This design comes from an exercise in tuning for small area, a short achievable clock period and few clock cycles on the open sky130 flow, not from production work. Where RTL was checked, it was by simulation tests only, not by an equivalence proof against the original. No functional check of the RTL was part of run 1.

## flow/design.v (module list and top-level ports; edited modules follow where they fit)
// module US_CSC: 1392 lines
module US_CSC (
   input  logic            Clock,
   input  logic            Resetn,
   output logic            SRAM_we_n,
   output logic   [17:0]   SRAM_address,
   input  logic   [15:0]   SRAM_read_data,
   output logic   [15:0]   SRAM_write_data,
   input  logic            US_CSC_enable,
   output logic            US_CSC_complete
);
  // ...
==> flow/flow/run.sh <==
#!/bin/bash
# Standard ORFS layout at the design's clock period and constraints; repair_timing
# is asked to keep 9 ns of setup slack, so it works on every path over 4.5 ns.
bash standard.sh SETUP_SLACK_MARGIN=9 CORE_UTILIZATION=60 finish > standard_run.log 2>&1
==> flow/standard.sh <==
#!/bin/bash
# synth_recipe.tcl (not shown) runs the flow's synth.tcl, then flattens the netlist and writes it again
# the make line also repeats each setting of config.mk as NAME=value (left out here)
make -C /OpenROAD-flow-scripts/flow DESIGN_CONFIG=/design/flow/config.mk WORK_HOME=/design/flow/orfs CLKGATE_MAP_FILE= SYNTH_SCRIPT=/design/flow/synth_recipe.tcl "${@:-finish}"
==> flow/config.mk <==
export PLATFORM = sky130hd
export DESIGN_NAME = US_CSC
export DESIGN_NICKNAME = US_CSC
export VERILOG_FILES = /design/flow/design.v
export SDC_FILE = /design/flow/constraint.sdc
export NUM_CORES = 4
export LEC_CHECK = 0
export CAP_MARGIN = 20
export CORE_MARGIN = 2
export CORE_UTILIZATION = 40
export SLEW_MARGIN = 20
==> flow/constraint.sdc <==
create_clock -name core_clock -period 13.5 [get_ports {Clock}]
set_input_delay 2.7000 -clock core_clock [delete_from_list [all_inputs] [get_ports {Clock}]]
set_output_delay 2.7000 -clock core_clock [all_outputs]
set_load 0.01 [all_outputs]
==> results.txt, run 1 <==
- Run status: finished clean
- YS warnings: 2
- Crit. End Element: flip-flop
- Number of antenna violations at the first check in global routing: 0
- DIE AREA: 36,010 um^2
- Max_slew headroom: 36.22%
- CP most frequent cell: sky130_fd_sc_hd__fa_1
- CORE AREA: 34,290 um^2
- Grt peak-use layer: met2
- Number of I/O port buffers: 54
- Fill cells: 2,534
- Layout multi-input combinational cell count: 1,269
- Final critical path time including I/O delays and setup: 4.912 ns
- Clock-pin transition on the worst setup and hold timing paths: 0.07 ns
- Remaining routing DRC violations: 0
- Gpl congestion: 0.9325
- Repair and plain buffers: 165
- Largest buffer count on any clock path: 3
- Die width: 189.8 um
- Synth async-reset ratio: 23.32%
- Post-DRT Antenna Nets: 0
- RSZ-0062 raised after global routing: true
- Clock tree from TritonCTS: built
- GR met1 Demand/Resource: 40.85%
- CP startpoint kind: flip-flop
- Top delay family on crit path: adder cells
- H-tree levels: 1
- Synth area leader: sky130_fd_sc_hd__fa_1
- Final cell utilization of the core: 70.90%
- Distinct cells, synth: 75
- Register area: 7144 um^2
- Total global-route track usage: 29.00%
- Area after detailed placement: 21,880 um^2
==> run 2, diff against run 1 <==
--- a/flow/design.v
+++ b/flow/design.v
@@ -19,16 +19,18 @@
 logic [17:0] waddr;         
 logic [7:0]  sr [0:12];
 logic [7:0]  ys;            
 logic [7:0]  yp, up, vp;    
 logic [9:0]  up3;           
 logic [7:0]  usel;
 logic [7:0]  ufr;           
 logic [7:0]  bufb, bufg;    
+logic [7:0]  rreg, greg, breg;   
+logic        osel1, osel2;       
 logic [8:0]  sA, sB, sC;    
 logic e0, o0, e79, o78, o79;
 logic [7:0] ta, tb, tc, td, te, tf;
 logic na, nb, nd, ne, nf;
 assign na = ~(e0 | o0);
 assign nb = ~e0;
 assign nd = ~o79;
 assign ne = ~(e79 | o79);
@@ -39,16 +41,17 @@
       tb[k] = (nb & sr[2][k]) | (e0 & sr[4][k]);
       tc[k] = sr[4][k];
       td[k] = (nd & sr[6][k]) | (o79 & sr[4][k]);
       te[k] = (ne & sr[8][k]) | (e79 & sr[6][k]) | (o79 & sr[4][k]);
       tf[k] = (nf & sr[10][k]) | (e79 & sr[6][k]) | (o78 & sr[8][k]) | (o79 & sr[4][k]);
    end
 end
 assign usel = (ph == 4'd3 || ph == 4'd6) ? ufr : sr[3];
+assign SRAM_write_data = osel1 ? {bufb, rreg} : (osel2 ? {bufg, bufb} : {rreg, greg});
 wire fs_w1 = sA[7] ^ sA[5];
 wire fs_w2 = sA[7] & sA[5];
 wire fs_w3 = sA[8] ^ sA[6];
 wire fs_w4 = sA[8] & sA[6];
 wire fs_w5 = sA[4] ^ sA[2];
 wire fs_w6 = sA[4] & sA[2];
 wire fs_w7 = sA[5] ^ sA[3] ^ sA[1];
 wire fs_w8 = (sA[5] & sA[3]) | (sA[5] & sA[1]) | (sA[3] & sA[1]);
@@ -1337,54 +1340,53 @@
    ys <= SRAM_read_data[7:0];    
    if (ph == 4'd1 || ph == 4'd2 || ph == 4'd4 || ph == 4'd5) begin
       for (i = 0; i < 12; i = i + 1) sr[i] <= sr[i+1];
    end
    if (ph == 4'd3 || ph == 4'd4) begin
       sr[10] <= SRAM_read_data[15:8];
       sr[12] <= SRAM_read_data[7:0];
    end
-   bufb <= bb;
-   bufg <= gg;
-   case (ph)
-      4'd3, 4'd6: SRAM_write_data <= {rr, gg};
-      4'd4, 4'd7: SRAM_write_data <= {bufb, rr};
-      default:    SRAM_write_data <= {bufg, bufb};
+   if (!run) SRAM_address <= U_BASE - 18'd2;    
+   else case (ph)
+      4'd0: SRAM_address <= U_BASE + {{2{fr[15]}}, fr};
+      4'd1: SRAM_address <= V_BASE + {{2{fr[15]}}, fr};
+      4'd2: SRAM_address <= {1'b0, fr, 1'b1};
+      4'd9: SRAM_address <= {1'b0, fr + 16'd1, 1'b0};
+      default: SRAM_address <= waddr;
    endcase
+   rreg <= rr;
+   greg <= gg;
+   breg <= bb;
+   bufb <= breg;
+   bufg <= greg;
+   osel1 <= (ph == 4'd4 || ph == 4'd7);
+   osel2 <= (ph == 4'd5 || ph == 4'd8);
 end
 always_ff @(posedge Clock or negedge Resetn) begin
    if (!Resetn) begin
       run <= 1'b0;
       ph <= 4'd0;
       fr <= 16'hfffe;
       col <= 7'd78;
       waddr <= RGB_BASE;
       SRAM_we_n <= 1'b1;
-      SRAM_address <= 18'd0;
       US_CSC_complete <= 1'b0;
    end else if (!run) begin
       SRAM_we_n <= 1'b1;
       if (US_CSC_enable && !US_CSC_complete) begin
          run <= 1'b1;
          ph <= 4'd1;
-         SRAM_address <= U_BASE - 18'd2;    
       end
    end else begin
       ph <= (ph == 4'd9) ? 4'd0 : ph + 4'd1;
       if (ph == 4'd9) begin
          fr <= fr + 16'd1;
          col <= (col == 7'd79) ? 7'd0 : col + 7'd1;
       end
-      case (ph)
-         4'd0: SRAM_address <= U_BASE + {{2{fr[15]}}, fr};
-         4'd1: SRAM_address <= V_BASE + {{2{fr[15]}}, fr};
-         4'd2: SRAM_address <= {1'b0, fr, 1'b1};
-         4'd9: SRAM_address <= {1'b0, fr + 16'd1, 1'b0};
-         default: SRAM_address <= waddr;
-      endcase
       if (ph >= 4'd3 && ph <= 4'd8 && !fr[15]) begin
          SRAM_we_n <= 1'b0;
          waddr <= waddr + 18'd1;
       end else
          SRAM_we_n <= 1'b1;
       if (ph == 4'd9 && fr == LAST_FR) begin
          run <= 1'b0;
          US_CSC_complete <= 1'b1;
==> results.txt, run 2 <==
- TritonCTS buffer count: 31 (was 29)
- WP data arrival: 2.00 ns (was 5.36 ns)
- Clock tree from TritonCTS: built (unchanged)
- Most common cell after layout, fill and taps aside: sky130_fd_sc_hd__inv_1 (unchanged)
- Total Negative Setup Slacks: 0 ns (unchanged)
- YS warnings: 2 (unchanged)
- Top flip-flop cell by instance count after synthesis: sky130_fd_sc_hd__dfxtp_1 (unchanged)
- GR Overflow Total: 0 (unchanged)
- Top library cells by usage in the layout, fill and taps aside: sky130_fd_sc_hd__inv_1, sky130_fd_sc_hd__fa_1, sky130_fd_sc_hd__ha_1 (was sky130_fd_sc_hd__inv_1, sky130_fd_sc_hd__ha_1, sky130_fd_sc_hd__fa_1)
- Distinct cells, synth: 74 (was 75)
- DR pass1 iterations: 7 (was 5)
- Type of the worst setup path: flip-flop to output pin (was flip-flop to flip-flop)
- Run status: finished clean (unchanged)
- Final net count: 2,496 (was 2,570)
- Gpl congestion: 0.9231 (was 0.9325)
- Largest cells by area after synthesis: sky130_fd_sc_hd__fa_1, sky130_fd_sc_hd__edfxtp_1, sky130_fd_sc_hd__dfxtp_1 (was sky130_fd_sc_hd__fa_1, sky130_fd_sc_hd__edfxtp_1, sky130_fd_sc_hd__ha_1)
- Cell area after synthesis: 20,680 um^2 (was 20,710 um^2)
- Final worst-path cycle share: 34.79% (was 36.39%)
- Wire length of the first global-routing pass: 79,200 um (was 81,070 um)
- CORE AREA: 33,700 um^2 (was 34,290 um^2)
- Largest buffer count on any clock path: 3 (unchanged)
- Clock-pin transition on the worst setup and hold timing paths: 0.06 ns (was 0.07 ns)
- CTS Sinks: 293 (was 283)
- Signed area change from the synthesized netlist to the final layout: 16.81% (was 17.40%)
- Register area share after synthesis: 34.71% (was 34.14%)
- Initial cell density of the core: 61.37% (was 60.39%)
- Largest reg by FF count: sr (unchanged)
- Setup violations, final: 0 (unchanged)
- Vias in the first global route: 14,430 (was 14,810)
- Total Routed Length: 49,570 um (was 51,400 um)
- Synth area leader: sky130_fd_sc_hd__fa_1 (unchanged)
- Number of vias per cell after detailed routing: 5.482 (was 5.558)
- Gate count of the mapped netlist: 1,942 (was 1,993)
- Final Non-Filler Cells: 2,535 (was 2,620)
- Path class of the lowest-slack min-delay path: flip-flop to flip-flop (unchanged)
- Clk latency of the worst-skew pair: 0.58 ns (was 0.57 ns)
- Vias post-DR: 13,900 (was 14,560)
- Clk_skew: 0.01346 ns (was 0.01911 ns)
- Number of I/O port buffers: 54 (unchanged)
- CP Max Fanout: 13 (was 2)
- Post-DRT Antenna Nets: 0 (unchanged)
- Total global-route track usage: 28.67% (was 29.00%)
- Cell count after placement: 2,404 (was 2,466)
- Max_slew headroom: 33.93% (was 36.22%)
- Registers with the most flip-flops: sr x104, SRAM_address x18, waddr x18 (unchanged)
- Number of inserted diodes: 0 (unchanged)
- Vert. Die Dim: 189.7 um (was 189.8 um)
- Number of primary I/O pins: 55 (unchanged)
- H-tree levels: 1 (unchanged)
- Synth async-reset ratio: 16.38% (was 23.32%)
- Upper clock frequency limit: 0.2129 GHz (was 0.2036 GHz)
- Final critical path time including I/O delays and setup: 4.697 ns (was 4.912 ns)
- Endpoint required time on the critical path: 10.80 ns (was 13.95 ns)
- Number of antenna violations at the first check in global routing: 0 (unchanged)
- Number of core rows: 67 (was 68)
- Die width: 189.7 um (was 189.8 um)
- Syn avg cell area: 10.65 um^2 (was 10.39 um^2)
- # Max-Cap Violations: 0 (unchanged)
- Flops & latches, synth: 293 (was 283)
- DIE AREA: 35,970 um^2 (was 36,010 um^2)
- Crit. End Element: output pin (was flip-flop)
- Share of the synthesized area in the top cell type: 19.94% (was 19.24%)
- Number of design-rule violations left by the first detailed-router iteration: 990 (was 1,021)
- RSZ-0062 raised after global routing: true (unchanged)
- Number of enable flip-flop cells after synthesis: 104 (unchanged)
- CP startpoint kind: flip-flop (unchanged)
- Pin slew with the least headroom to its limit: 0.9911 ns (was 0.9532 ns)
- Final count of hold timing violations: 0 (unchanged)
- Number of nets produced by synthesis: 2,376 (was 2,421)
- Largest register FFs: 104 (unchanged)
- Routed len/inst: 19.56 um (was 19.62 um)
- Library cell with the highest instance count after synthesis: sky130_fd_sc_hd__inv_1 (unchanged)
- Slew Viols, Final: 0 (unchanged)
- Pin count of the biggest net entering global routing: 81 (was 89)
- Remaining routing DRC violations: 0 (unchanged)
- Share of final-layout standard cells stronger than drive strength 1: 17.92% (was 17.32%)
- Half-perimeter wire length after detailed placement: 37,830 um (was 38,690 um)
- Post-synth top cells: sky130_fd_sc_hd__inv_1, sky130_fd_sc_hd__ha_1, sky130_fd_sc_hd__fa_1 (unchanged)
- CTS root buffer: sky130_fd_sc_hd__clkbuf_16 (unchanged)
run 2: final cells by class:
| class | instances | area (um^2) |
|---|---|---|
| Clock buffer | 41 | 895.9 |
| Clock inverter | 17 | 229.0 |
| Fill cell | 2458 | 9542 |
| Inverter | 408 | 1563 |
| Multi-Input combinational cell | 1195 | 12440 |
| Sequential cell | 293 | 7291 |
| Tap cell | 448 | 560.5 |
| Timing Repair Buffer | 133 | 1176 |
run 2: metrics by stage:
stage / utilization [%] / area [um^2] / setup WS (ns) / hold WS (ns)
after detailed placement: 64.38 / 21700 / 8.194 / 0.3132
after global routing: 71.69 / 24160 / 8.670 / 0.3363
after floorplan: - / 20750 / 8.851 / 0.3096
after CTS: 69.99 / 23590 / 8.776 / 0.3273
after global placement: 64.38 / 21700 / 8.186 / 0.3162
final: 71.69 / 24160 / 8.803 / 0.3251
run 2: cells by family (layout without fill, tap and decap cells):
kind of cell | Yosys count | in the layout | share of synthesized area [%]
flip-flops | 293 | 293 | 34.71
XOR/XNOR | 97 | 97 | 4.108
buffers and inverters | 454 | 599 | 8.301
AO/OA/AOI/OAI | 301 | 301 | 9.390
adder cells (fa/ha/maj) | 424 | 424 | 33.02
AND/OR/NAND/NOR | 306 | 306 | 6.964
multiplexers | 67 | 67 | 3.503
run 2: per-layer routing:
layer	wire, um	track usage [%]
met5	0	0
met4	871	6.351
met3	3227	5.036
met2	22150	44.34
met1	23320	42.56
run 2: timing repair:
action	CTS	global route
resized for setup	115	84
endpoints found under the setup margin	56	56
pin swaps	39	56
setup buffers	46	27
hold buffers	0	0
hold endpoints to repair	0	0
run 2: worst paths after layout:
| path | from | end | slack, ns | cells after the start |
|---|---|---|---|---|
| min in group asynchronous | Resetn | US_CSC_complete | 2.21 | 2 |
| max in group asynchronous | Resetn | col[5] | 10.86 | 2 |
| hold reg to reg | breg[3] | bufb[3] | 0.33 | 0 |
| hold / removal | breg[3] | bufb[3] | 0.33 | 0 |
| setup / recovery | osel2 | SRAM_write_data[6] | 8.80 | 4 |
| setup reg to reg | sB[2] | vp[6] | 8.85 | 17 |
run 2: critical path: stages (launching register included):
cell and delay (ns):
sky130_fd_sc_hd__dfxtp_4 0.47, sky130_fd_sc_hd__buf_12 0.14, sky130_fd_sc_hd__mux2i_1 0.06, sky130_fd_sc_hd__o21ai_0 0.17
sky130_fd_sc_hd__clkdlybuf4s50_1 0.58
Testbench counts of run 2, summed over its fixed seeds: cycles 1,536,168.
==> run 3, diff against run 2 <==
==> flow/flow/run.sh (replaced) <==
#!/bin/bash
# Standard ORFS layout at the design's clock period and constraints; repair_timing
# is asked to keep extra setup slack so it works on the longest paths.
bash standard.sh SETUP_SLACK_MARGIN=9 CORE_UTILIZATION=60 CTS_BUF_LIST=sky130_fd_sc_hd__clkbuf_4 finish > standard_run.log 2>&1
==> results.txt, run 3 <==
- Ordered cell list for the critical path: fa_1 > inv_1 > fa_1 > inv_1 > fa_1 > fa_1 > inv_1 > ha_4 > a21oi_2 > o211ai_1 > a21oi_2 > o311ai_4 > a31oi_2 > o21ba_4 > ha_4 > a21oi_4 > mux2_4 (was buf_12 > mux2i_1 > o21ai_0 > clkdlybuf4s50_1)
- Largest buffer count on any clock path: 3 (unchanged)
- Type of the worst setup path: flip-flop to flip-flop (was flip-flop to output pin)
- Finished Cell Area: 24,010 um^2 (was 24,160 um^2)
- Fill cells: 2,554 (was 2,458)
- Number of enable flip-flop cells after synthesis: 104 (unchanged)
- Register area: 7287 um^2 (was 7291 um^2)
- Half-perimeter wire length after detailed placement: 37,830 um (unchanged)
- GR Overflow Total: 0 (unchanged)
- YS warnings: 2 (unchanged)
- Clock-pin transition on the worst setup and hold timing paths: 0.06 ns (about the same)
- TritonCTS buffer count: 78 (was 31)
- Clk latency of the worst-skew pair: 0.78 ns (was 0.58 ns)
- Final cell utilization of the core: 71.25% (was 71.69%)
- Final net count: 2,541 (was 2,496)
- Top library cells by usage in the layout, fill and taps aside: sky130_fd_sc_hd__inv_1, sky130_fd_sc_hd__fa_1, sky130_fd_sc_hd__ha_1 (unchanged)
- Gate count of the mapped netlist: 1,942 (unchanged)
- Clk_skew: 0.07091 ns (was 0.01346 ns)
- Final count of hold timing violations: 0 (unchanged)
- Number of vias per cell after detailed routing: 5.409 (was 5.482)
- CTS root buffer: sky130_fd_sc_hd__clkbuf_4 (was sky130_fd_sc_hd__clkbuf_16)
- Number of antenna violations at the first check in global routing: 1 (was 0)
- RSZ-0062 raised after global routing: true (unchanged)
- Initial cell density of the core: 61.37% (unchanged)
- Die width: 189.7 um (unchanged)
- Cell area after synthesis: 20,680 um^2 (unchanged)
- DR pass1 iterations: 5 (was 7)
- CTS Sinks: 293 (unchanged)
- Largest cells by area after synthesis: sky130_fd_sc_hd__fa_1, sky130_fd_sc_hd__edfxtp_1, sky130_fd_sc_hd__dfxtp_1 (unchanged)
- Final worst-path cycle share: 34.84% (was 34.79%)
- Synth area leader: sky130_fd_sc_hd__fa_1 (unchanged)
- Total Negative Setup Slacks: 0 ns (unchanged)
- Top flip-flop cell by instance count after synthesis: sky130_fd_sc_hd__dfxtp_1 (unchanged)
- H-tree levels: 3 (was 1)
- WP data arrival: 5.33 ns (was 2.00 ns)
- Pin count of the biggest net entering global routing: 81 (unchanged)
- Total Routed Length: 50,150 um (was 49,570 um)
- Post-DRT Antenna Nets: 0 (unchanged)
- Slowest cell on the critical path: sky130_fd_sc_hd__fa_1 (was sky130_fd_sc_hd__clkdlybuf4s50_1)
- Vert. Die Dim: 189.7 um (unchanged)
- Number of buffers and inverters on the critical path: 3 (was 2)
- Max_slew headroom: 33.80% (was 33.93%)
- Vias post-DR: 14,180 (was 13,900)
- Pin slew with the least headroom to its limit: 0.9930 ns (was 0.9911 ns)
- Endpoint required time on the critical path: 14.12 ns (was 10.80 ns)
- Setup violations, final: 0 (unchanged)
- Upper clock frequency limit: 0.2126 GHz (was 0.2129 GHz)
- Post-synth top cells: sky130_fd_sc_hd__inv_1, sky130_fd_sc_hd__ha_1, sky130_fd_sc_hd__fa_1 (unchanged)
- Distinct cells, synth: 74 (unchanged)
- Signed area change from the synthesized netlist to the final layout: 16.11% (was 16.81%)
- Final Non-Filler Cells: 2,621 (was 2,535)
- Number of design-rule violations left by the first detailed-router iteration: 887 (was 990)
- Share of final-layout standard cells stronger than drive strength 1: 21.22% (was 17.92%)
- Share of the synthesized area in the top cell type: 19.94% (unchanged)
- Number of core rows: 67 (unchanged)
- Largest register FFs: 104 (unchanged)
- Slew Viols, Final: 0 (unchanged)
- CP startpoint kind: flip-flop (unchanged)
- Path class of the lowest-slack min-delay path: flip-flop to flip-flop (unchanged)
- Total global-route track usage: 29.02% (was 28.67%)
- Wire length of the first global-routing pass: 79,640 um (was 79,200 um)
- Run status: finished clean (unchanged)
- Area after detailed placement: 21,700 um^2 (unchanged)
- Vias in the first global route: 14,860 (was 14,430)
- CP Max Fanout: 8 (was 13)
- DIE AREA: 35,970 um^2 (unchanged)
- Hold bufs inserted after CTS: 0 (unchanged)
- Number of I/O port buffers: 54 (unchanged)
- Synth async-reset ratio: 16.38% (unchanged)
- Multi-input combinational cell area: 12,450 um^2 (was 12,440 um^2)
- Flops & latches, synth: 293 (unchanged)
- Cell count after placement: 2,404 (unchanged)
- Top delay family on crit path: adder cells (was buffers and inverters)
- Syn avg cell area: 10.65 um^2 (unchanged)
- Setup slack on the worst flop-to-flop path: 8.80 ns (was 8.85 ns)
- Crit. End Element: flip-flop (was output pin)
- Gpl congestion: 0.9231 (unchanged)
- Register area share after synthesis: 34.71% (unchanged)
- Largest stage delay on the critical path: 0.52 ns (was 0.58 ns)
- Library cell with the highest instance count after synthesis: sky130_fd_sc_hd__inv_1 (unchanged)
- # Max-Cap Violations: 0 (unchanged)
- Number of nets produced by synthesis: 2,376 (unchanged)
- Remaining routing DRC violations: 0 (unchanged)
- Registers with the most flip-flops: sr x104, SRAM_address x18, waddr x18 (unchanged)
- Final critical path time including I/O delays and setup: 4.703 ns (was 4.697 ns)
- Routed len/inst: 19.14 um (was 19.56 um)
- Most common cell after layout, fill and taps aside: sky130_fd_sc_hd__inv_1 (unchanged)
- Clock tree from TritonCTS: built (unchanged)
- CORE AREA: 33,700 um^2 (unchanged)
- Number of primary I/O pins: 55 (unchanged)
- CP most frequent cell: sky130_fd_sc_hd__fa_1
- Largest reg by FF count: sr (unchanged)
==> run 3: cell type report <==
| cell class | count | area share, % |
|---|---|---|
| Clock inverter | 27 | 0.7035 |
| Sequential cell | 293 | 30.35 |
| Tap cell | 448 | 2.334 |
| Antenna cell | 1 | 0.01042 |
| Timing Repair Buffer | 131 | 4.601 |
| Clock buffer | 118 | 3.689 |
| Inverter | 408 | 6.477 |
| Multi-Input combinational cell | 1195 | 51.84 |
==> run 3: worst paths after layout <==
check,startpoint,end,depth (start not counted)
max in group asynchronous,Resetn,col[5],2
min in group asynchronous,Resetn,US_CSC_complete,2
setup / recovery,sB[0],vp[3],17
hold / removal,breg[3],bufb[3],0
hold reg to reg,breg[3],bufb[3],0
setup reg to reg,sB[0],vp[3],17
==> run 3: logic make-up (layout without fill, tap and decap cells) <==
kind of cell | count (synthesis) | after routing | synth area share (%)
AOI/OAI and AO/OA | 301 | 301 | 9.390
other | 0 | 1 | 0
buffers and inverters | 454 | 684 | 8.301
xor gates and xnor gates | 97 | 97 | 4.108
and+or+nand+nor | 306 | 306 | 6.964
DFF | 293 | 293 | 34.71
muxes | 67 | 67 | 3.503
adders and majority gates | 424 | 424 | 33.02
==> run 3: metrics by stage <==
stage                     hold WS, ns  worst slack (ns)
after global routing           0.3357             8.607
after CTS                      0.3267             8.774
after floorplan                0.3096             8.851
after global placement         0.3162             8.186
final                          0.3257             8.797
after detailed placement       0.3132             8.194
==> run 3: repair_timing <==
| item | in CTS | in global routing |
|---|---|---|
| gates cloned | 0 | 0 |
| buffers inserted | 43 | 28 |
| pin swaps | 44 | 53 |
| gates resized for setup | 186 | 83 |
| endpoints found under the setup margin | 57 | 50 |
==> run 3: metal layers <==
| metal | GRT usage, % | vias up | wire length [um] |
|---|---|---|---|
| met3 | 6.530 | 76 | 3624 |
| met4 | 9.094 | 0 | 1052 |
| li1 | - | 6732 | - |
| met2 | 44.28 | 413 | 22200 |
| met5 | 0 | - | 0 |
| met1 | 41.55 | 6955 | 23280 |
==> run 4, diff against run 3 <==
==> flow/flow/run.sh (replaced) <==
#!/bin/bash
# Standard ORFS layout at the design's clock period and constraints; repair_timing
# is asked to keep extra setup slack so it works on the longest paths.
bash standard.sh SETUP_SLACK_MARGIN=9 CORE_UTILIZATION=70 finish > standard_run.log 2>&1
==> results.txt, run 4 <==
- Run status: finished clean (unchanged)
- Library cell with the highest instance count after synthesis: sky130_fd_sc_hd__inv_1 (unchanged)
- Register area share after synthesis: 34.71% (unchanged)
- CORE AREA: 28,940 um^2 (was 33,700 um^2)
- Share of the synthesized area in the top cell type: 19.94% (unchanged)
- Gate count of the mapped netlist: 1,942 (unchanged)
- Number of primary I/O pins: 55 (unchanged)
- Final count of hold timing violations: 0 (unchanged)
- Pin slew with the least headroom to its limit: 0.9786 ns (was 0.9930 ns)
- Wire length of the first global-routing pass: 78,420 um (was 79,640 um)
- Top library cells by usage in the layout, fill and taps aside: sky130_fd_sc_hd__inv_1, sky130_fd_sc_hd__fa_1, sky130_fd_sc_hd__ha_1 (unchanged)
- Number of nets produced by synthesis: 2,376 (unchanged)
- Number of enable flip-flop cells after synthesis: 104 (unchanged)
- Number of core rows: 62 (was 67)
- Flops & latches, synth: 293 (unchanged)
- Total Routed Length: 49,830 um (was 50,150 um)
- Setup violations, final: 0 (unchanged)
- Final worst-path cycle share: 35.71% (was 34.84%)
- Pin count of the biggest net entering global routing: 81 (unchanged)
- YS warnings: 2 (unchanged)
- Post-DRT Antenna Nets: 0 (unchanged)
- GR Overflow Total: 0 (unchanged)
- Signed area change from the synthesized netlist to the final layout: 14.91% (was 16.11%)
- Largest cells by area after synthesis: sky130_fd_sc_hd__fa_1, sky130_fd_sc_hd__edfxtp_1, sky130_fd_sc_hd__dfxtp_1 (unchanged)
- Path class of the lowest-slack min-delay path: flip-flop to flip-flop (unchanged)
- # Max-Cap Violations: 0 (unchanged)
- Half-perimeter wire length after detailed placement: 36,170 um (was 37,830 um)
- CP Max Fanout: 3 (was 8)
- H-tree levels: 1 (was 3)
- TritonCTS buffer count: 28 (was 78)
- Synth async-reset ratio: 16.38% (unchanged)
- Post-synth top cells: sky130_fd_sc_hd__inv_1, sky130_fd_sc_hd__ha_1, sky130_fd_sc_hd__fa_1 (unchanged)
- Cell depth of the worst min-delay path: 0 (unchanged)
- CTS Sinks: 293 (unchanged)
- Final critical path time including I/O delays and setup: 4.820 ns (was 4.703 ns)
- Vias in the first global route: 14,760 (was 14,860)
- Initial cell density of the core: 71.47% (was 61.37%)
- Distinct cells, synth: 74 (unchanged)
- WP data arrival: 5.26 ns (was 5.33 ns)
- Routed met2 length: 23,180 um (was 22,200 um)
- Largest register FFs: 104 (unchanged)
- Number of vias per cell after detailed routing: 5.822 (was 5.409)
- Cell area after synthesis: 20,680 um^2 (unchanged)
- Total Negative Setup Slacks: 0 ns (unchanged)
- Met3 wire length: 3829 um (was 3624 um)
- Clk_skew: 0.02911 ns (was 0.07091 ns)
- Gpl congestion: 0.9223 (was 0.9231)
- DR pass1 iterations: 5 (unchanged)
- Clock-pin transition on the worst setup and hold timing paths: 0.07 ns (was 0.06 ns)
- Number of I/O port buffers: 54 (unchanged)
- Synth area leader: sky130_fd_sc_hd__fa_1 (unchanged)
- Registers with the most flip-flops: sr x104, SRAM_address x18, waddr x18 (unchanged)
- Routed len/inst: 20.34 um (was 19.14 um)
- Vert. Die Dim: 175.9 um (was 189.7 um)
- Worst reg-to-reg path cell count: 18 (was 17)
- Slew Viols, Final: 0 (unchanged)
- Finished Cell Area: 23,760 um^2 (was 24,010 um^2)
- Final net count: 2,478 (was 2,541)
- Number of inserted diodes: 0 (was 1)
- RSZ-0062 raised after global routing: true (unchanged)
- Clk latency of the worst-skew pair: 0.58 ns (was 0.78 ns)
- Hold slack: 0.3237 ns (was 0.3257 ns)
- Syn avg cell area: 10.65 um^2 (unchanged)
- Most common cell after layout, fill and taps aside: sky130_fd_sc_hd__inv_1 (unchanged)
- Crit. End Element: flip-flop (unchanged)
- Type of the worst setup path: flip-flop to flip-flop (unchanged)
- Upper clock frequency limit: 0.2075 GHz (was 0.2126 GHz)
- Total global-route track usage: 32.72% (was 29.02%)
- Routed length on met1: 21,570 um (was 23,280 um)
- Clock tree from TritonCTS: built (unchanged)
- Number of design-rule violations left by the first detailed-router iteration: 1,147 (was 887)
- Max_slew headroom: 34.52% (was 33.80%)
- Share of final-layout standard cells stronger than drive strength 1: 17.47% (was 21.22%)
- CTS root buffer: sky130_fd_sc_hd__clkbuf_16 (was sky130_fd_sc_hd__clkbuf_4)
- Largest reg by FF count: sr (unchanged)
- Remaining routing DRC violations: 0 (unchanged)
- Top flip-flop cell by instance count after synthesis: sky130_fd_sc_hd__dfxtp_1 (unchanged)
- DIE AREA: 30,940 um^2 (was 35,970 um^2)
- CP startpoint kind: flip-flop (unchanged)
- Area after detailed placement: 21,610 um^2 (was 21,700 um^2)
- Highest Signal Layer: met4 (unchanged)
- Die width: 175.9 um (was 189.7 um)
- Largest buffer count on any clock path: 3 (unchanged)
- Vias post-DR: 14,260 (was 14,180)
- Number of antenna violations at the first check in global routing: 0 (was 1)
- Endpoint required time on the critical path: 13.94 ns (was 14.12 ns)
- Fill cells: 1,661 (was 2,554)
run 4: area by class of cell:
class | instances | area (um^2) | share of cell area (%)
Clock buffer | 31 | 721.9 | 3.038
Sequential cell | 293 | 7281 | 30.64
Tap cell | 384 | 480.5 | 2.022
Inverter | 408 | 1555 | 6.545
Timing Repair Buffer | 118 | 1039 | 4.370
Multi-Input combinational cell | 1195 | 12420 | 52.26
Clock inverter | 21 | 267.8 | 1.127
run 4: path summary, 6_finish.rpt:
check | from | endpoint | slack [ns]
worst max-delay path | sB[1] | vp[5] | 8.68
worst min-delay path | breg[7] | bufb[7] | 0.32
worst max register to register | sB[1] | vp[5] | 8.68
worst min register to register | breg[7] | bufb[7] | 0.32
max in group asynchronous | Resetn | fr[0] | 10.95
min in group asynchronous | Resetn | ph[0] | 2.14
run 4: worst max-delay path: stages (launching register included):
cell,delay [ns]
sky130_fd_sc_hd__dfxtp_4,0.37
sky130_fd_sc_hd__inv_2,0.04
sky130_fd_sc_hd__fa_2,0.46
sky130_fd_sc_hd__fa_1,0.51
sky130_fd_sc_hd__inv_2,0.05
sky130_fd_sc_hd__fa_1,0.49
sky130_fd_sc_hd__fa_1,0.49
sky130_fd_sc_hd__inv_1,0.04
sky130_fd_sc_hd__ha_1,0.30
sky130_fd_sc_hd__nand2_2,0.08
sky130_fd_sc_hd__nor2_1,0.17
sky130_fd_sc_hd__a21oi_2,0.12
sky130_fd_sc_hd__buf_4,0.15
sky130_fd_sc_hd__buf_4,0.13
sky130_fd_sc_hd__o31ai_2,0.41
sky130_fd_sc_hd__a21oi_2,0.13
sky130_fd_sc_hd__xor2_1,0.31
sky130_fd_sc_hd__a21oi_4,0.13
sky130_fd_sc_hd__mux2_4,0.29
run 4: kinds of logic after synthesis:
family | after synthesis | share of synthesized area, %
fa+ha+maj | 424 | 33.02
flops | 293 | 34.71
mux | 67 | 3.503
compound gates | 301 | 9.390
xor+xnor | 97 | 4.108
simple gates | 306 | 6.964
buf+inv | 454 | 8.301
run 4: per-layer routing:
metal	vias to the layer above	track usage (%)
met2	559	52.46
met3	92	4.632
met4	0	8.230
met1	7050	47.60
li1	6562	-
met5	-	0
run 4: timing repair:
action	in CTS	in global routing
hold buffers	0	0
setup endpoints to repair	56	40
resized for setup	124	88
gates cloned	0	0
buffers inserted	42	17
pin swaps	31	47
run 4: stage by stage:
step | setup WS, ns | utilization, % | instances
after floorplan | 8.851 | - | 1942
after CTS | 8.756 | 80.43 | 2433
final | 8.680 | 82.13 | 2450
after detailed placement | 8.196 | 74.68 | 2339
after global placement | 8.370 | 74.68 | 2339
after global routing | 8.582 | 82.13 | 2450
==> run 5, diff against run 4 <==
==> flow/flow/run.sh (replaced) <==
#!/bin/bash
# Standard ORFS layout at the design's clock period and constraints; repair_timing
# is asked to keep extra setup slack so it works on the longest paths.
bash standard.sh SETUP_SLACK_MARGIN=9 CORE_UTILIZATION=60 CTS_BUF_LIST=sky130_fd_sc_hd__clkbuf_8 CTS_CLUSTER_SIZE=20 CTS_CLUSTER_DIAMETER=60 finish > standard_run.log 2>&1
==> results.txt, run 5 <==
- Hold bufs inserted after CTS: 0 (unchanged)
- Top flip-flop cell by instance count after synthesis: sky130_fd_sc_hd__dfxtp_1 (unchanged)
- Largest stage delay on the critical path: 0.58 ns (was 0.51 ns)
- Path class of the lowest-slack min-delay path: flip-flop to flip-flop (unchanged)
- Ordered cell list for the critical path: buf_6 > fa_2 > fa_1 > fa_1 > fa_1 > ha_4 > and3_4 > nor2b_2 > o211ai_1 > a31oi_2 > o21a_1 > o21ai_2 > nand2b_4 > maj3_1 (was inv_2 > fa_2 > fa_1 > inv_2 > fa_1 > fa_1 > inv_1 > ha_1 > nand2_2 > nor2_1 > a21oi_2 > buf_4 > buf_4 > o31ai_2 > a21oi_2 > xor2_1 > a21oi_4 > mux2_4)
- Total Negative Setup Slacks: 0 ns (unchanged)
- Pin count of the biggest net entering global routing: 81 (unchanged)
- CTS Sinks: 293 (unchanged)
- Clk_skew: 0.02930 ns (was 0.02911 ns)
- CTS root buffer: sky130_fd_sc_hd__clkbuf_8 (was sky130_fd_sc_hd__clkbuf_16)
- Type of the worst setup path: flip-flop to flip-flop (unchanged)
- Hold slack: 0.3383 ns (was 0.3237 ns)
- Top library cells by usage in the layout, fill and taps aside: sky130_fd_sc_hd__inv_1, sky130_fd_sc_hd__fa_1, sky130_fd_sc_hd__ha_1 (unchanged)
- Clock tree from TritonCTS: built (unchanged)
- Gate count of the mapped netlist: 1,942 (unchanged)
- Run status: finished clean (unchanged)
- Total Routed Length: 48,960 um (was 49,830 um)
- Levels on crit path: 14 (was 18)
- YS warnings: 2 (unchanged)
- Number of nets produced by synthesis: 2,376 (unchanged)
- Clk latency of the worst-skew pair: 0.64 ns (was 0.58 ns)
- Cell area after synthesis: 20,680 um^2 (unchanged)
- Crit. End Element: flip-flop (unchanged)
- Share of final-layout standard cells stronger than drive strength 1: 17.99% (was 17.47%)
- Minimum setup slack after placement: 8.194 ns (was 8.196 ns)
- Final worst-path cycle share: 34.85% (was 35.71%)
- Number of I/O port buffers: 54 (unchanged)
- Flops & latches, synth: 293 (unchanged)
- Routed met2 length: 21,660 um (was 23,180 um)
- Cell depth of the worst min-delay path: 0 (unchanged)
- Half-perimeter wire length after detailed placement: 37,830 um (was 36,170 um)
- Final count of hold timing violations: 0 (unchanged)
- Most common cell after layout, fill and taps aside: sky130_fd_sc_hd__inv_1 (unchanged)
- CP Max Fanout: 7 (was 3)
- RSZ-0062 raised after global routing: true (unchanged)
- Number of vias per cell after detailed routing: 5.461 (was 5.822)
- Register area share after synthesis: 34.71% (unchanged)
- Final net count: 2,493 (was 2,478)
- Synth async-reset ratio: 16.38% (unchanged)
- Die width: 189.7 um (was 175.9 um)
- Clock-pin transition on the worst setup and hold timing paths: 0.11 ns (was 0.07 ns)
- Number of buffers and inverters on the critical path: 1 (was 5)
- Vert. Die Dim: 189.7 um (was 175.9 um)
- Met3 wire length: 3061 um (was 3829 um)
- DIE AREA: 35,970 um^2 (was 30,940 um^2)
- Highest Signal Layer: met4 (unchanged)
- Synth area leader: sky130_fd_sc_hd__fa_1 (unchanged)
- Largest reg by FF count: sr (unchanged)
- Post-route worst setup slack: 8.795 ns (was 8.680 ns)
- Pin slew with the least headroom to its limit: 0.9908 ns (was 0.9786 ns)
- Registers with the most flip-flops: sr x104, SRAM_address x18, waddr x18 (unchanged)
- Largest cells by area after synthesis: sky130_fd_sc_hd__fa_1, sky130_fd_sc_hd__edfxtp_1, sky130_fd_sc_hd__dfxtp_1 (unchanged)
- Number of core rows: 67 (was 62)
- WP data arrival: 5.21 ns (was 5.26 ns)
- CP most frequent cell: sky130_fd_sc_hd__fa_1 (unchanged)
- Endpoint required time on the critical path: 14.00 ns (was 13.94 ns)
- Number of antenna violations at the first check in global routing: 1 (was 0)
- Number of primary I/O pins: 55 (unchanged)
- H-tree levels: 1 (unchanged)
- Final critical path time including I/O delays and setup: 4.705 ns (was 4.820 ns)
- Upper clock frequency limit: 0.2125 GHz (was 0.2075 GHz)
- Vias in the first global route: 14,250 (was 14,760)
- Remaining routing DRC violations: 0 (unchanged)
- Routed len/inst: 19.38 um (was 20.34 um)
- CP startpoint kind: flip-flop (unchanged)
- Share of the synthesized area in the top cell type: 19.94% (unchanged)
- Top delay family on crit path: adder cells (unchanged)
- Final cell utilization of the core: 69.97% (was 82.13%)
- DR pass1 iterations: 7 (was 5)
- Routed length on met1: 23,380 um (was 21,570 um)
- Wire length of the first global-routing pass: 77,960 um (was 78,420 um)
- CORE AREA: 33,700 um^2 (was 28,940 um^2)
- Gpl congestion: 0.9231 (was 0.9223)
- Max_slew headroom: 33.95% (was 34.52%)
- Slowest cell on the critical path: sky130_fd_sc_hd__fa_1 (unchanged)
- Distinct cells, synth: 74 (unchanged)
- TritonCTS buffer count: 26 (was 28)
- Worst reg-to-reg path cell count: 14 (was 18)
- Syn avg cell area: 10.65 um^2 (unchanged)
- GR Overflow Total: 0 (unchanged)
- Post-synth top cells: sky130_fd_sc_hd__inv_1, sky130_fd_sc_hd__ha_1, sky130_fd_sc_hd__fa_1 (unchanged)
- Signed area change from the synthesized netlist to the final layout: 14.02% (was 14.91%)
- Slew Viols, Final: 0 (unchanged)
- Number of design-rule violations left by the first detailed-router iteration: 1,009 (was 1,147)
- Largest buffer count on any clock path: 3 (unchanged)
- Area after detailed placement: 21,700 um^2 (was 21,610 um^2)
- Library cell with the highest instance count after synthesis: sky130_fd_sc_hd__inv_1 (unchanged)
- Vias post-DR: 13,800 (was 14,260)
- Finished Cell Area: 23,580 um^2 (was 23,760 um^2)
- Number of inserted diodes: 0 (unchanged)
- Post-DRT Antenna Nets: 0 (unchanged)
- Largest register FFs: 104 (unchanged)
- # Max-Cap Violations: 0 (unchanged)
- Number of enable flip-flop cells after synthesis: 104 (unchanged)
- Total global-route track usage: 28.21% (was 32.72%)
- Setup violations, final: 0 (unchanged)
- Initial cell density of the core: 61.37% (was 71.47%)
-- run 5: timing repair --
action | in CTS | in global routing
buffers inserted | 38 | 37
endpoints found under the setup margin | 56 | 49
hold endpoints to repair | 0 | 0
pin swaps | 29 | 46
resized for setup | 144 | 98
-- run 5: worst paths after layout --
path                            startpoint         endpoint  slack (ns)
worst max-delay path                 yp[4]          greg[0]        8.80
worst min-delay path               breg[3]          bufb[3]        0.34
worst max register to register       yp[4]          greg[0]        8.80
worst min register to register     breg[3]          bufb[3]        0.34
max in group asynchronous           Resetn           col[4]       10.93
min in group asynchronous           Resetn  US_CSC_complete        2.15
-- run 5: logic make-up (layout without fill, tap and decap cells) --
group                      Yosys count  after routing  share of synthesized area (%)
xor gates and xnor gates            97             97                          4.108
and+or+nand+nor                    306            306                          6.964
AOI/OAI and AO/OA                  301            301                          9.390
buffers and inverters              454            591                          8.301
adders and majority gates          424            424                          33.02
DFF                                293            293                          34.71
muxes                               67             67                          3.503
-- run 5: metrics by stage --
| step | instances |
|---|---|
| global route | 2527 |
| finish | 2527 |
| floorplan | 1942 |
| detailed placement | 2404 |
| global placement | 2404 |
| CTS | 2490 |
-- run 5: area by class of cell --
class | count | area [um^2]
flip-flops and latches | 293 | 7283
inverters | 408 | 1555
repair buffers | 135 | 1157
multi-input cells | 1195 | 12440
clock inverters | 20 | 203.9
clock buffers | 28 | 385.4
well taps | 448 | 560.5
fillers | 2572 | 10120
-- run 5: worst register-to-register path, delay by kind of cell, from the launching register on --
kind | cells | cell delay, ns
flops | 1 | 0.41
simple gates | 3 | 0.46
buf+inv | 1 | 0.14
fa+ha+maj | 6 | 2.71
compound gates | 4 | 0.88
-- run 5: metal layers --
metal	up-vias	GRT usage (%)
met5	-	0
met4	0	6.410
met3	53	5.386
met2	357	43.21
met1	6822	41.89
li1	6569	-
==> run 6, diff against run 5 <==
==> flow/flow/run.sh (replaced) <==
#!/bin/bash
# Standard ORFS layout at the design's clock period and constraints; repair_timing
# is asked to keep extra setup slack so it works on the longest paths.
bash standard.sh SETUP_SLACK_MARGIN=9 CORE_UTILIZATION=60 CTS_BUF_LIST=sky130_fd_sc_hd__clkbuf_16 CTS_CLUSTER_SIZE=24 CTS_CLUSTER_DIAMETER=60 finish > standard_run.log 2>&1
==> results.txt, run 6 <==
- Run status: finished clean (unchanged)
- Number of I/O port buffers: 54 (unchanged)
- Post-route worst setup slack: 8.801 ns (was 8.795 ns)
- Hold bufs inserted after CTS: 0 (unchanged)
- GR met1 Demand/Resource: 41.92% (was 41.89%)
- Clk latency of the worst-skew pair: 0.56 ns (was 0.64 ns)
- Initial cell density of the core: 61.37% (unchanged)
- Type of the worst setup path: flip-flop to flip-flop (unchanged)
- # Max-Cap Violations: 0 (unchanged)
- Die width: 189.7 um (unchanged)
- Final critical path time including I/O delays and setup: 4.699 ns (was 4.705 ns)
- Clock tree from TritonCTS: built (unchanged)
- Max_slew headroom: 33.86% (was 33.95%)
- Most common cell after layout, fill and taps aside: sky130_fd_sc_hd__inv_1 (unchanged)
- Clock-pin transition on the worst setup and hold timing paths: 0.08 ns (was 0.11 ns)
- Largest register FFs: 104 (unchanged)
- Half-perimeter wire length after detailed placement: 37,830 um (unchanged)
- Vias in the first global route: 14,300 (was 14,250)
- Number of antenna violations at the first check in global routing: 0 (was 1)
- Number of vias per cell after detailed routing: 5.456 (was 5.461)
- Post-DRT Antenna Nets: 0 (unchanged)
- Total global-route track usage: 28.36% (was 28.21%)
- Path class of the lowest-slack min-delay path: flip-flop to flip-flop (unchanged)
- Remaining routing DRC violations: 0 (unchanged)
- Final count of hold timing violations: 0 (unchanged)
- Signed area change from the synthesized netlist to the final layout: 14.08% (was 14.02%)
- Library cell with the highest instance count after synthesis: sky130_fd_sc_hd__inv_1 (unchanged)
- Minimum setup slack after placement: 8.194 ns (unchanged)
- Total Routed Length: 48,610 um (was 48,960 um)
- Met2 usage in global routing: 43.59% (was 43.21%)
- Largest cells by area after synthesis: sky130_fd_sc_hd__fa_1, sky130_fd_sc_hd__edfxtp_1, sky130_fd_sc_hd__dfxtp_1 (unchanged)
- Largest buffer count on any clock path: 3 (unchanged)
- Area after detailed placement: 21,700 um^2 (unchanged)
- CP startpoint kind: flip-flop (unchanged)
- Critical path launch point: sB[5] (was yp[4])
- Reg2Reg Capture Point: vp[6] (was greg[0])
- WP data arrival: 5.15 ns (was 5.21 ns)
- Final net count: 2,472 (was 2,493)
- Pin slew with the least headroom to its limit: 0.9922 ns (was 0.9908 ns)
- Number of inserted diodes: 0 (unchanged)
- Crit. End Element: flip-flop (unchanged)
- Top library cells by usage in the layout, fill and taps aside: sky130_fd_sc_hd__inv_1, sky130_fd_sc_hd__fa_1, sky130_fd_sc_hd__ha_1 (unchanged)
- Finished Cell Area: 23,590 um^2 (was 23,580 um^2)
- Syn avg cell area: 10.65 um^2 (unchanged)
- Vert. Die Dim: 189.7 um (unchanged)
- Setup violations, final: 0 (unchanged)
- Final worst-path cycle share: 34.81% (was 34.85%)
- DR pass1 iterations: 5 (was 7)
- Slew Viols, Final: 0 (unchanged)
- Routed len/inst: 19.40 um (was 19.38 um)
- CTS Sinks: 293 (unchanged)
- Startpoint of the lowest-slack register-to-register path: sB[5] (was yp[4])
- Upper clock frequency limit: 0.2128 GHz (was 0.2125 GHz)
- Synth area leader: sky130_fd_sc_hd__fa_1 (unchanged)
- Post-synth top cells: sky130_fd_sc_hd__inv_1, sky130_fd_sc_hd__ha_1, sky130_fd_sc_hd__fa_1 (unchanged)
- Number of nets produced by synthesis: 2,376 (unchanged)
- DIE AREA: 35,970 um^2 (unchanged)
- Number of core rows: 67 (unchanged)
- Number of primary I/O pins: 55 (unchanged)
- Grt peak-use layer: met2 (unchanged)
- Distinct cells, synth: 74 (unchanged)
- Met3 track demand over resource: 5.423% (was 5.386%)
- Register area share after synthesis: 34.71% (unchanged)
- Clk_skew: 0.01728 ns (was 0.02930 ns)
- CORE AREA: 33,700 um^2 (unchanged)
- YS warnings: 2 (unchanged)
- Gpl congestion: 0.9231 (unchanged)
- Flops & latches, synth: 293 (unchanged)
- TritonCTS buffer count: 25 (was 26)
- Total Negative Setup Slacks: 0 ns (unchanged)
- Pin count of the biggest net entering global routing: 81 (unchanged)
- Setup slack on the worst flop-to-flop path: 8.80 ns (about the same)
- Top flip-flop cell by instance count after synthesis: sky130_fd_sc_hd__dfxtp_1 (unchanged)
- Number of design-rule violations left by the first detailed-router iteration: 919 (was 1,009)
- Synth async-reset ratio: 16.38% (unchanged)
- Cell area after synthesis: 20,680 um^2 (unchanged)
- Share of the synthesized area in the top cell type: 19.94% (unchanged)
- Endpoint required time on the critical path: 13.95 ns (was 14.00 ns)
- Worst reg-to-reg path cell count: 17 (was 14)
- Gate count of the mapped netlist: 1,942 (unchanged)
- CTS root buffer: sky130_fd_sc_hd__clkbuf_16 (was sky130_fd_sc_hd__clkbuf_8)
- Registers with the most flip-flops: sr x104, SRAM_address x18, waddr x18 (unchanged)
- GR Overflow Total: 0 (unchanged)
- Wire length of the first global-routing pass: 78,350 um (was 77,960 um)
- Number of enable flip-flop cells after synthesis: 104 (unchanged)
- Largest reg by FF count: sr (unchanged)
- Termination of the worst setup path: vp[6] (was greg[0])
- Vias post-DR: 13,670 (was 13,800)
- Share of final-layout standard cells stronger than drive strength 1: 15.75% (was 17.99%)
- CP Max Fanout: 8 (was 7)
- RSZ-0062 raised after global routing: true (unchanged)
- H-tree levels: 1 (unchanged)
-- run 6: cell counts after synthesis --
No cell type changed its count.
-- run 6: kinds of logic (layout without fill, tap and decap cells) --
group / after synthesis / in the layout / share of synthesized area (%)
compound gates: 301 / 301 / 9.390
flops: 293 / 293 / 34.71
fa+ha+maj: 424 / 424 / 33.02
mux: 67 / 67 / 3.503
buf+inv: 454 / 569 / 8.301
simple gates: 306 / 306 / 6.964
xor+xnor: 97 / 97 / 4.108
-- run 6: metrics by stage --
stage | util (%) | instances | hold slack [ns]
5_1_grt | 70.01 | 2505 | 0.3408
2_1_floorplan | - | 1942 | 0.3096
3_5_place_dp | 64.38 | 2404 | 0.3132
3_3_place_gp | 64.38 | 2404 | 0.3162
6_report | 70.01 | 2505 | 0.3294
4_1_cts | 69.10 | 2490 | 0.3314
-- run 6: worst min-delay path by stage --
stage | start | endpoint | slack (ns) | depth (start not counted)
after floorplan | breg[0] | bufb[0] | 0.31 | 0
after global placement | breg[6] | bufb[6] | 0.32 | 0
after detailed placement | breg[3] | bufb[3] | 0.31 | 0
after CTS | breg[3] | bufb[3] | 0.33 | 0
after global routing | breg[4] | bufb[4] | 0.34 | 0
final | breg[3] | bufb[3] | 0.33 | 0
-- run 6: worst max-delay path: stages, from the launching register on --
cell and delay, ns:
sky130_fd_sc_hd__dfxtp_2 0.35, sky130_fd_sc_hd__inv_2 0.05, sky130_fd_sc_hd__fa_1 0.48, sky130_fd_sc_hd__fa_1 0.54, sky130_fd_sc_hd__inv_1 0.05, sky130_fd_sc_hd__fa_1 0.45, sky130_fd_sc_hd__fa_1 0.50, sky130_fd_sc_hd__inv_2 0.05
sky130_fd_sc_hd__ha_4 0.27, sky130_fd_sc_hd__nand2_4 0.05, sky130_fd_sc_hd__o211ai_1 0.20, sky130_fd_sc_hd__a21oi_2 0.10, sky130_fd_sc_hd__o311ai_4 0.31, sky130_fd_sc_hd__a31oi_2 0.15, sky130_fd_sc_hd__o21ba_4 0.25, sky130_fd_sc_hd__ha_4 0.37
sky130_fd_sc_hd__a21oi_4 0.12, sky130_fd_sc_hd__mux2_4 0.29
-- run 6: repair_timing --
item	4_1_cts	5_1_grt
resized for setup	117	45
setup buffers	40	15
endpoints found under the setup margin	56	56
pin swaps	39	34
hold endpoints to repair	0	0
-- run 6: area by class of cell --
class	instances	area (um^2)
repair buffers	115	1010
multi-input cells	1195	12340
clock inverters	21	224.0
clock buffers	25	625.6
flip-flops and latches	293	7281
well taps	448	560.5
inverters	408	1553
fillers	2564	10110
-- run 6: routing by layer --
metal / wire [um] / share of wire, %
met3: 3003 / 6.2
met1: 23370 / 48
met2: 21280 / 44
met5: 0 / 0
met4: 954 / 2.0
==> run 7, diff against run 6 <==
==> flow/flow/run.sh (replaced) <==
#!/bin/bash
# Standard ORFS layout at the design's clock period and constraints; repair_timing
# is asked to keep extra setup slack so it works on the longest paths.
bash standard.sh SETUP_SLACK_MARGIN=9 TNS_END_PERCENT=10 CORE_UTILIZATION=60 CTS_BUF_LIST=sky130_fd_sc_hd__clkbuf_8 finish > standard_run.log 2>&1
==> results.txt, run 7 <==
- Simple-gate area share of the yosys netlist: 6.964% (unchanged)
- Syn avg cell area: 10.65 um^2 (unchanged)
- CP most frequent cell: sky130_fd_sc_hd__fa_1 (unchanged)
- Clk_skew: 0.03132 ns (was 0.01728 ns)
- Top flip-flop cell by instance count after synthesis: sky130_fd_sc_hd__dfxtp_1 (unchanged)
- Half-perimeter wire length after detailed placement: 36,820 um (was 37,830 um)
- Critical path launch point: sA[2] (was sB[5])
- Largest stage delay on the critical path: 0.53 ns (was 0.54 ns)
- Endpoint required time on the critical path: 13.95 ns (about the same)
- TritonCTS buffer count: 45 (was 25)
- DR pass1 iterations: 5 (unchanged)
- Setup slack on the worst flop-to-flop path: 8.78 ns (was 8.80 ns)
- Number of primary I/O pins: 55 (unchanged)
- CORE AREA: 33,700 um^2 (unchanged)
- Total Negative Setup Slacks: 0 ns (unchanged)
- Largest reg by FF count: sr (unchanged)
- Setup violations, final: 0 (unchanged)
- Worst reg-to-reg path cell count: 16 (was 17)
- Die width: 189.7 um (unchanged)
- Sink of the worst hold path: bufb[6] (was bufb[3])
- Hold path startpoint: breg[6] (was breg[3])
- Share of final-layout standard cells stronger than drive strength 1: 16.95% (was 15.75%)
- Slew Viols, Final: 0 (unchanged)
- Registers with the most flip-flops: sr x104, SRAM_address x18, waddr x18 (unchanged)
- Pin count of the biggest net entering global routing: 82 (was 81)
- CP Max Fanout: 8 (unchanged)
- Largest register FFs: 104 (unchanged)
- Share of the synthesized area in the top cell type: 19.94% (unchanged)
- Hold slack: 0.3259 ns (was 0.3294 ns)
- Vias in the first global route: 14,230 (was 14,300)
- Xor-xnor portion of the synthesized cell area: 4.108% (unchanged)
- Register area share after synthesis: 34.71% (unchanged)
- Cell depth of the worst min-delay path: 0 (unchanged)
- # Max-Cap Violations: 0 (unchanged)
- H-tree levels: 2 (was 1)
- DIE AREA: 35,970 um^2 (unchanged)
- GR Overflow Total: 0 (unchanged)
- Post-DRT Antenna Nets: 0 (unchanged)
- Clock-pin transition on the worst setup and hold timing paths: 0.07 ns (was 0.08 ns)
- Max_slew headroom: 34.08% (was 33.86%)
- Final count of hold timing violations: 0 (unchanged)
- Reg2Reg Capture Point: vp[7] (was vp[6])
- Number of inserted diodes: 0 (unchanged)
- YS warnings: 2 (unchanged)
- Pin slew with the least headroom to its limit: 0.9888 ns (was 0.9922 ns)
- Run status: finished clean (unchanged)
- Initial cell density of the core: 61.37% (unchanged)
- Signed area change from the synthesized netlist to the final layout: 15.07% (was 14.08%)
- Fill cells: 2,569 (was 2,564)
- Final Non-Filler Cells: 2,542 (was 2,505)
- Multiplexer fraction of the synthesized cell area: 3.503% (unchanged)
- Crit. End Element: flip-flop (unchanged)
- Synth area leader: sky130_fd_sc_hd__fa_1 (unchanged)
- Number of vias per cell after detailed routing: 5.393 (was 5.456)
- Vias post-DR: 13,710 (was 13,670)
- Clk latency of the worst-skew pair: 0.58 ns (was 0.56 ns)
- CP startpoint kind: flip-flop (unchanged)
- Clock tree from TritonCTS: built (unchanged)
- Largest cells by area after synthesis: sky130_fd_sc_hd__fa_1, sky130_fd_sc_hd__edfxtp_1, sky130_fd_sc_hd__dfxtp_1 (unchanged)
- Final cell utilization of the core: 70.62% (was 70.01%)
- Slowest cell on the critical path: sky130_fd_sc_hd__fa_1 (unchanged)
- Cell area after synthesis: 20,680 um^2 (unchanged)
- CTS root buffer: sky130_fd_sc_hd__clkbuf_8 (was sky130_fd_sc_hd__clkbuf_16)
- Library cell with the highest instance count after synthesis: sky130_fd_sc_hd__inv_1 (unchanged)
- WP data arrival: 5.17 ns (was 5.15 ns)
- Path class of the lowest-slack min-delay path: flip-flop to flip-flop (unchanged)
- Synth async-reset ratio: 16.38% (unchanged)
- Number of nets produced by synthesis: 2,376 (unchanged)
- Number of enable flip-flop cells after synthesis: 104 (unchanged)
- Routed len/inst: 18.80 um (was 19.40 um)
- Number of design-rule violations left by the first detailed-router iteration: 985 (was 919)
- Gate count of the mapped netlist: 1,942 (unchanged)
- Total global-route track usage: 27.76% (was 28.36%)
- Final worst-path cycle share: 35.00% (was 34.81%)
- Top library cells by usage in the layout, fill and taps aside: sky130_fd_sc_hd__inv_1, sky130_fd_sc_hd__fa_1, sky130_fd_sc_hd__ha_1 (unchanged)
- Wire length of the first global-routing pass: 77,000 um (was 78,350 um)
- Adder and majority gate portion of the synthesized area: 33.02% (unchanged)
- Remaining routing DRC violations: 0 (unchanged)
- Largest family of logic cells by synthesized area: adder cells (unchanged)
- Ordered cell list for the critical path: fa_1 > inv_1 > fa_1 > fa_1 > fa_1 > inv_1 > ha_1 > nand2_2 > o211ai_1 > a21oi_2 > o311ai_4 > a31oi_4 > o21ba_4 > ha_4 > a21oi_4 > mux2_4 (was inv_2 > fa_1 > fa_1 > inv_1 > fa_1 > fa_1 > inv_2 > ha_4 > nand2_4 > o211ai_1 > a21oi_2 > o311ai_4 > a31oi_2 > o21ba_4 > ha_4 > a21oi_4 > mux2_4)
- Post-synth top cells: sky130_fd_sc_hd__inv_1, sky130_fd_sc_hd__ha_1, sky130_fd_sc_hd__fa_1 (unchanged)
- Number of antenna violations at the first check in global routing: 0 (unchanged)
- Startpoint of the lowest-slack register-to-register path: sA[2] (was sB[5])
- Flops & latches, synth: 293 (unchanged)
- Type of the worst setup path: flip-flop to flip-flop (unchanged)
- Number of I/O port buffers: 54 (unchanged)
- Largest buffer count on any clock path: 3 (unchanged)
- RSZ-0062 raised after global routing: true (unchanged)
- Final net count: 2,491 (was 2,472)
- Vert. Die Dim: 189.7 um (unchanged)
- Distinct cells, synth: 74 (unchanged)
- CTS Sinks: 293 (unchanged)
- Final critical path time including I/O delays and setup: 4.725 ns (was 4.699 ns)
- Upper clock frequency limit: 0.2116 GHz (was 0.2128 GHz)
- Most common cell after layout, fill and taps aside: sky130_fd_sc_hd__inv_1 (unchanged)
- Number of core rows: 67 (unchanged)
- Gpl congestion: 0.9143 (was 0.9231)
- Cell count after placement: 2,405 (was 2,404)
- Compound-gate portion of the synthesized area: 9.390% (unchanged)
- Total Routed Length: 47,800 um (was 48,610 um)
[run 7: cell counts after synthesis]
Identical to the previous run, type by type.
[run 7: how the worst max path moves through the flow]
stage                                    end  cells past startpoint
after CTS                 SRAM_write_data[0]                      4
after detailed placement             greg[0]                     17
after floorplan                      greg[0]                     16
after global routing                   vp[7]                     16
final                                  vp[7]                     16
after global placement               greg[0]                     17
[run 7: final cells by class]
class	count	area (um^2)	area share, %
clock inverter	31	275.3	1.157
tap	448	560.5	2.355
inverter	408	1568	6.588
clock buffer	53	729.5	3.065
multi-input combinational	1195	12350	51.90
timing repair buffer	114	1041	4.374
sequential	293	7273	30.56
[run 7: kinds of logic (layout without fill, tap and decap cells)]
logic type / count (synthesis) / after routing
buffers and inverters: 454 / 606
AOI/OAI and AO/OA: 301 / 301
xor gates and xnor gates: 97 / 97
DFF: 293 / 293
and+or+nand+nor: 306 / 306
muxes: 67 / 67
adders and majority gates: 424 / 424
[run 7: worst max-delay path: cells and delay by family (launching register included)]
family / cells / cell delay [ns]
fa+ha+maj: 6 / 2.65
compound gates: 6 / 1.14
flops: 1 / 0.35
mux: 1 / 0.30
buf+inv: 2 / 0.09
simple gates: 1 / 0.07
[run 7: layer usage]
layer	share of wire [%]	vias to the layer above	wire, um	global-route usage, %
li1	-	6589	-	-
met3	5.0	56	2387	4.317
met2	44	300	21170	42.93
met4	1.6	0	768	5.516
met1	49	6765	23480	41.87
met5	0	-	0	0
[run 7: metrics by stage]
| step | instance area (um^2) | setup slack [ns] |
|---|---|---|
| finish | 23800 | 8.775 |
| global route | 23800 | 8.648 |
| CTS | 23320 | 8.780 |
| detailed placement | 21660 | 8.089 |
| global placement | 21660 | 8.118 |
| floorplan | 20700 | 8.771 |
[run 7: what timing repair did]
action                                  CTS  global route
hold buffers                              0             0
pin swaps                                48            40
cloned                                    0             0
setup buffers                            33            19
endpoints found under the setup margin   56            55
resized for setup                       122            68
hold endpoints to repair                  0             0

-- what the ideal ports hide --
The flow's constraints put no driver on any port. The routed layouts listed below were extracted and timed again, unchanged, in two steps.
Step 1 assumes that a clkbuf_16 drives the clock port and a buf_2 every other input.
Step 2 times the ports against the registers' clock, not the clock port: input delays grow and output delays shrink by t, the midpoint of the rising clock arrivals with the driver on.
a / b / c = ideal / step 1 / step 2; a / b = the first two.
run	t (ns)	setup slack, ns	slew at the worst register clock pin (ns)	worst data-port slew with drivers (ns)
run 1	0.615	8.588 / 8.588 / 8.588	0.07 / 0.07	0.04
run 2	0.629	8.803 / 8.750 / 8.854	0.07 / 0.07	0.04
run 3	0.795	8.797 / 8.797 / 8.797	0.08 / 0.08	0.04
run 4	0.615	8.680 / 8.680 / 8.680	0.07 / 0.07	0.04
run 5	0.674	8.795 / 8.795 / 8.795	0.12 / 0.12	0.04
run 6	0.607	8.801 / 8.763 / 8.801	0.08 / 0.08	0.04
run 7	0.613	8.775 / 8.752 / 8.775	0.07 / 0.07	0.04
After both steps setup and hold are still met in every run listed.
